What follows belongs to an exercise in optimizing a design on an open flow for small area; a production flow would make more cautious choices.
Only simulation tests tie the RTL to the original design; equivalence was not proved.

==> build 33: inputs <==
Design fir, start of the top module:
module fir(input clk, input rst, input wire signed [15:0] x, output reg signed [31:0] y);
	reg [15:0] d1, d2, d3, d4, d5, d6, d7, d8, d9, d10, d11, d12, d13, d14, d15, d16, d17, d18, d19, d20, d21, d22, d23, d24, d25, d26, d27, d28, d29, d30, d31, d32, d33, d34, d35, d36, d37, d38, d39, d40, d41, d42, d43, d44, d45, d46, d47, d48, d49, d50, d51, d52, d53, d54, d55, d56;
	reg [5:0] vc;
	always @(posedge clk or negedge rst) begin
		if (!rst) vc <= 6'd0;
		else if (vc != 6'd63) vc <= vc + 6'd1;
	end
	wire vz = (vc == 6'd0);
	wire vnz = ~vz;
	wire vg8 = (vc >= 6'd7);
	wire vg11 = (vc >= 6'd10);
	wire vg12 = (vc >= 6'd11);
	wire vg15 = (vc >= 6'd14);
	wire vg16 = (vc >= 6'd15);
	wire vg18 = (vc >= 6'd17);
	wire vg20 = (vc >= 6'd19);
	wire vg23 = (vc >= 6'd22);
	wire vg24 = (vc >= 6'd23);
	wire vg26 = (vc >= 6'd25);
	wire vg28 = (vc >= 6'd27);
	wire vg31 = (vc >= 6'd30);
	wire vg32 = (vc >= 6'd31);
	wire vg34 = (vc >= 6'd33);
	wire vg37 = (vc >= 6'd36);
	wire vg38 = (vc >= 6'd37);
	wire vg40 = (vc >= 6'd39);
	wire vg42 = (vc >= 6'd41);
	wire vg44 = (vc >= 6'd43);
	wire vg47 = (vc >= 6'd46);
	wire vg49 = (vc >= 6'd48);
	wire vg50 = (vc >= 6'd49);
	wire vg52 = (vc >= 6'd51);
	wire vg54 = (vc >= 6'd53);
	wire vg56 = (vc >= 6'd55);
	always @(posedge clk) begin
		d1 <= x;
		d2 <= d1;
		d3 <= d2;
		d4 <= d3;
		d5 <= d4;
		d6 <= d5;
		d7 <= d6;
		d8 <= ~(d7 & {16{vg8}});
		d9 <= d8;
		d10 <= d9;
		d11 <= ~(d10 | {16{~vg11}});
		d12 <= ~(d11 & {16{vg12}});
		d13 <= d12;
  ...
==> flow/config.mk <==
export PLATFORM = sky130hd
export DESIGN_NAME = fir
export DESIGN_NICKNAME = fir
export VERILOG_FILES = /design/flow/design.v
export SDC_FILE = /design/flow/constraint.sdc
export NUM_CORES = 4
export LEC_CHECK = 0
export CAP_MARGIN = 20
export CORE_MARGIN = 2
export CORE_UTILIZATION = 60
export CTS_CLUSTER_DIAMETER = 120
export CTS_CLUSTER_SIZE = 24
export GPL_TIMING_DRIVEN = 0
export SETUP_SLACK_MARGIN = 0.1
export SLEW_MARGIN = 20
export SYNTH_HIERARCHICAL = 1
export SYNTH_MINIMUM_KEEP_SIZE = 0
==> flow/constraint.sdc <==
create_clock -name core_clock -period 8.0 [get_ports {clk}]
set_input_delay 1.6000 -clock core_clock [delete_from_list [all_inputs] [get_ports {clk}]]
set_output_delay 1.6000 -clock core_clock [all_outputs]
set_load 0.01 [all_outputs]
run.sh (not shown) runs the stock make flow with config.mk's settings and CLKGATE_MAP_FILE= SYNTH_SCRIPT=/design/flow/synth_recipe.tcl, a recipe that flattens the netlist after the stock synthesis.
==> trial 41: changes against build 33 <==
--- a/flow/design.v
+++ b/flow/design.v
@@ -90,21 +90,24 @@
 		d54 <= ~(d53 | {16{~vg54}});
 		d55 <= d54;
 		d56 <= ~(d55 & {16{vg56}});
 	end
 	reg [31:0] r0, r1;
 	wire [31:0] sa = {c3453, ~c3441, c3431, c3416, c3399, ~c3377, ~c3352, ~c3325, ~c3298, c3267, ~c3231, ~c3192, ~c3152, c3107, ~s3104, c3021, c2982, ~c2941, ~s2940, c2864, s2863, s2827, s2795, ~c2747, s2743, ~s2719, s2700, s2682, s2667, s2654, s2645, s2638};
 	wire [31:0] sb = {~s3457, s3452, ~s3440, s3430, s3415, s3398, ~s3376, ~s3351, ~s3324, ~s3297, s3266, ~s3230, ~s3191, ~s3151, s3106, s3065, s3020, s2981, 1'b0, ~s2902, 1'b0, 1'b0, 1'b0, s2770, ~s2746, s2721, 1'b0, 1'b0, 1'b0, 1'b0, 1'b0, 1'b0};
-	always @(posedge clk) begin
-		r0 <= {~(c2421 | vz), ~(c2409 & vnz), ~(c2392 & vnz), ~(c2367 | vz), ~(c2336 | vz), ~(c2296 & vnz), ~(c2242 & vnz), ~(c2188 & vnz), ~(c2126 | vz), ~(c2056 | vz), ~(c1974 | vz), ~(c1888 | vz), ~(c1797 & vnz), ~(c1703 | vz), ~(c1600 | vz), ~(c1500 & vnz), ~(s1499 | vz), ~(c1302 | vz), ~(s1301 | vz), ~(c1121 & vnz), ~(c1036 | vz), ~(s1035 & vnz), ~(s962 | vz), ~(s893 & vnz), ~(c789 & vnz), ~(c745 | vz), ~(s744 & vnz), ~(s703 & vnz), ~(s678 & vnz), ~(s657 | vz), ~(s641 | vz), ~(s629 & vnz)};
-		r1 <= {~(s2423 & vnz), ~(s2420 & vnz), ~(s2408 | vz), ~(s2391 & vnz), ~(s2366 & vnz), ~(s2335 & vnz), ~(s2295 | vz), ~(s2241 & vnz), ~(s2187 | vz), ~(s2125 & vnz), ~(s2055 & vnz), ~(s1973 & vnz), ~(s1887 & vnz), ~(s1796 | vz), ~(s1702 & vnz), ~(s1599 & vnz), 1'b0, ~(s1397 | vz), 1'b0, ~(s1203 | vz), ~(s1120 | vz), 1'b0, 1'b0, 1'b0, ~(s837 & vnz), ~(s788 | vz), 1'b0, ~(s707 | vz), ~(s681 | vz), ~(s659 & vnz), ~(s644 | vz), ~(s632 & vnz)};
-	end
 	always @(posedge clk or negedge rst) begin
-		if (!rst) y <= 32'sd0;
-		else y <= (sa + sb) & {32{vnz}};
+		if (!rst) begin
+			r0 <= 32'h670915b9;
+			r1 <= 32'hdd7b0085;
+			y <= 32'sd0;
+		end else begin
+			r0 <= {~(c2421 | vz), ~(c2409 & vnz), ~(c2392 & vnz), ~(c2367 | vz), ~(c2336 | vz), ~(c2296 & vnz), ~(c2242 & vnz), ~(c2188 & vnz), ~(c2126 | vz), ~(c2056 | vz), ~(c1974 | vz), ~(c1888 | vz), ~(c1797 & vnz), ~(c1703 | vz), ~(c1600 | vz), ~(c1500 & vnz), ~(s1499 | vz), ~(c1302 | vz), ~(s1301 | vz), ~(c1121 & vnz), ~(c1036 | vz), ~(s1035 & vnz), ~(s962 | vz), ~(s893 & vnz), ~(c789 & vnz), ~(c745 | vz), ~(s744 & vnz), ~(s703 & vnz), ~(s678 & vnz), ~(s657 | vz), ~(s641 | vz), ~(s629 & vnz)};
+			r1 <= {~(s2423 & vnz), ~(s2420 & vnz), ~(s2408 | vz), ~(s2391 & vnz), ~(s2366 & vnz), ~(s2335 & vnz), ~(s2295 | vz), ~(s2241 & vnz), ~(s2187 | vz), ~(s2125 & vnz), ~(s2055 & vnz), ~(s1973 & vnz), ~(s1887 & vnz), ~(s1796 | vz), ~(s1702 & vnz), ~(s1599 & vnz), 1'b0, ~(s1397 | vz), 1'b0, ~(s1203 | vz), ~(s1120 | vz), 1'b0, 1'b0, 1'b0, ~(s837 & vnz), ~(s788 | vz), 1'b0, ~(s707 | vz), ~(s681 | vz), ~(s659 & vnz), ~(s644 | vz), ~(s632 & vnz)};
+			y <= (sa + sb) & {32{vnz}};
+		end
 	end
 	wire s1, c2, s3, c4, s5, c6, s7, c8, s9, c10, s11, c12, s13, c14, s15, c16;
 	wire s17, c18, s19, c20, s21, c22, s23, c24, s25, c26, s27, c28, s29, c30, n31, s32;
 	wire c33, s34, c35, s36, c37, s38, c39, s40, c41, s42, c43, s44, c45, s46, c47, s48;
 	wire c49, s50, c51, s52, c53, s54, c55, s56, c57, s58, c59, s60, c61, s62, c63, n64;
 	wire s65, c66, s67, c68, s69, c70, s71, c72, s73, c74, s75, c76, s77, c78, s79, c80;
 	wire s81, c82, s83, c84, s85, c86, s87, c88, s89, c90, s91, c92, s93, c94, n95, s96;
CORE_UTILIZATION = 70   (was 60)
GPL_TIMING_DRIVEN = unset   (was 0)
SETUP_SLACK_MARGIN = unset   (was 0.1)
==> impl_metrics.ini <==
[critical_path]
worst-path-stages = 17
critPathSlowestCell = fa_1
r2r_cells = 17

[grt]
gr-usage-met1_pct = 57.3

[die]
die_height_um = 308

[timing]
layout_setup_ws_ns = 0.193

[cells_and_area]
n_all_buffers = 103

[detailed_routing]
first_pass_iters = 7

[synthesis]
ys_seq_area_share_pct = 36.2
synthXorXnorAreaFrac_pct = 0.253

[status]
outcome = no timing/DRC/antenna violations

[cts]
post_cts_resized = 5
-- figures above: build 33

==> impl_metrics.ini <==
[status]
outcome = no timing/DRC/antenna violations

[critical_path]
critPathSlowestCell = dfxtp_1
r2r_cells = 21
worst-path-stages = 21

[detailed_routing]
first_pass_iters = 5

[grt]
grt_overflow_total = 0
grt_max_degree = 53
gr-usage-met1_pct = 61.7

[die]
die_height_um = 286

[cts]
post_cts_resized = 0

[timing]
layout_setup_ws_ns = 0.241

[cells_and_area]
n_all_buffers = 123

[synthesis]
synthXorXnorAreaFrac_pct = 0.315
-- figures above: trial 41

## port drivers added, routing unchanged
The flow's constraints put no driver on any port. The routed layouts listed below were extracted and timed again, unchanged, in two steps.
Step 1, drivers: a clkbuf_16 drives clk and a buf_2 each remaining input, both assumed.
Step 2 also shifts input and output timing later by t, the mid clock arrival at the registers, as if the neighbouring blocks saw the same clock.
a / b / c = ideal / step 1 / step 2; a / b = the first two.
run | t, ns | setup WS [ns] | hold WS [ns] | latest minus earliest clock arrival (ns) | worst data-port slew with drivers (ns)
build 33 | 0.752 | 0.193 / 0.193 / 0.193 | 0.314 / 0.314 / 0.314 | 0.079 / 0.079 | 0.04
trial 41 | 0.732 | 0.241 / 0.241 / 0.241 | 0.317 / 0.317 / 0.317 | 0.044 / 0.045 | 0.05
After both steps setup and hold are still met in every run listed.
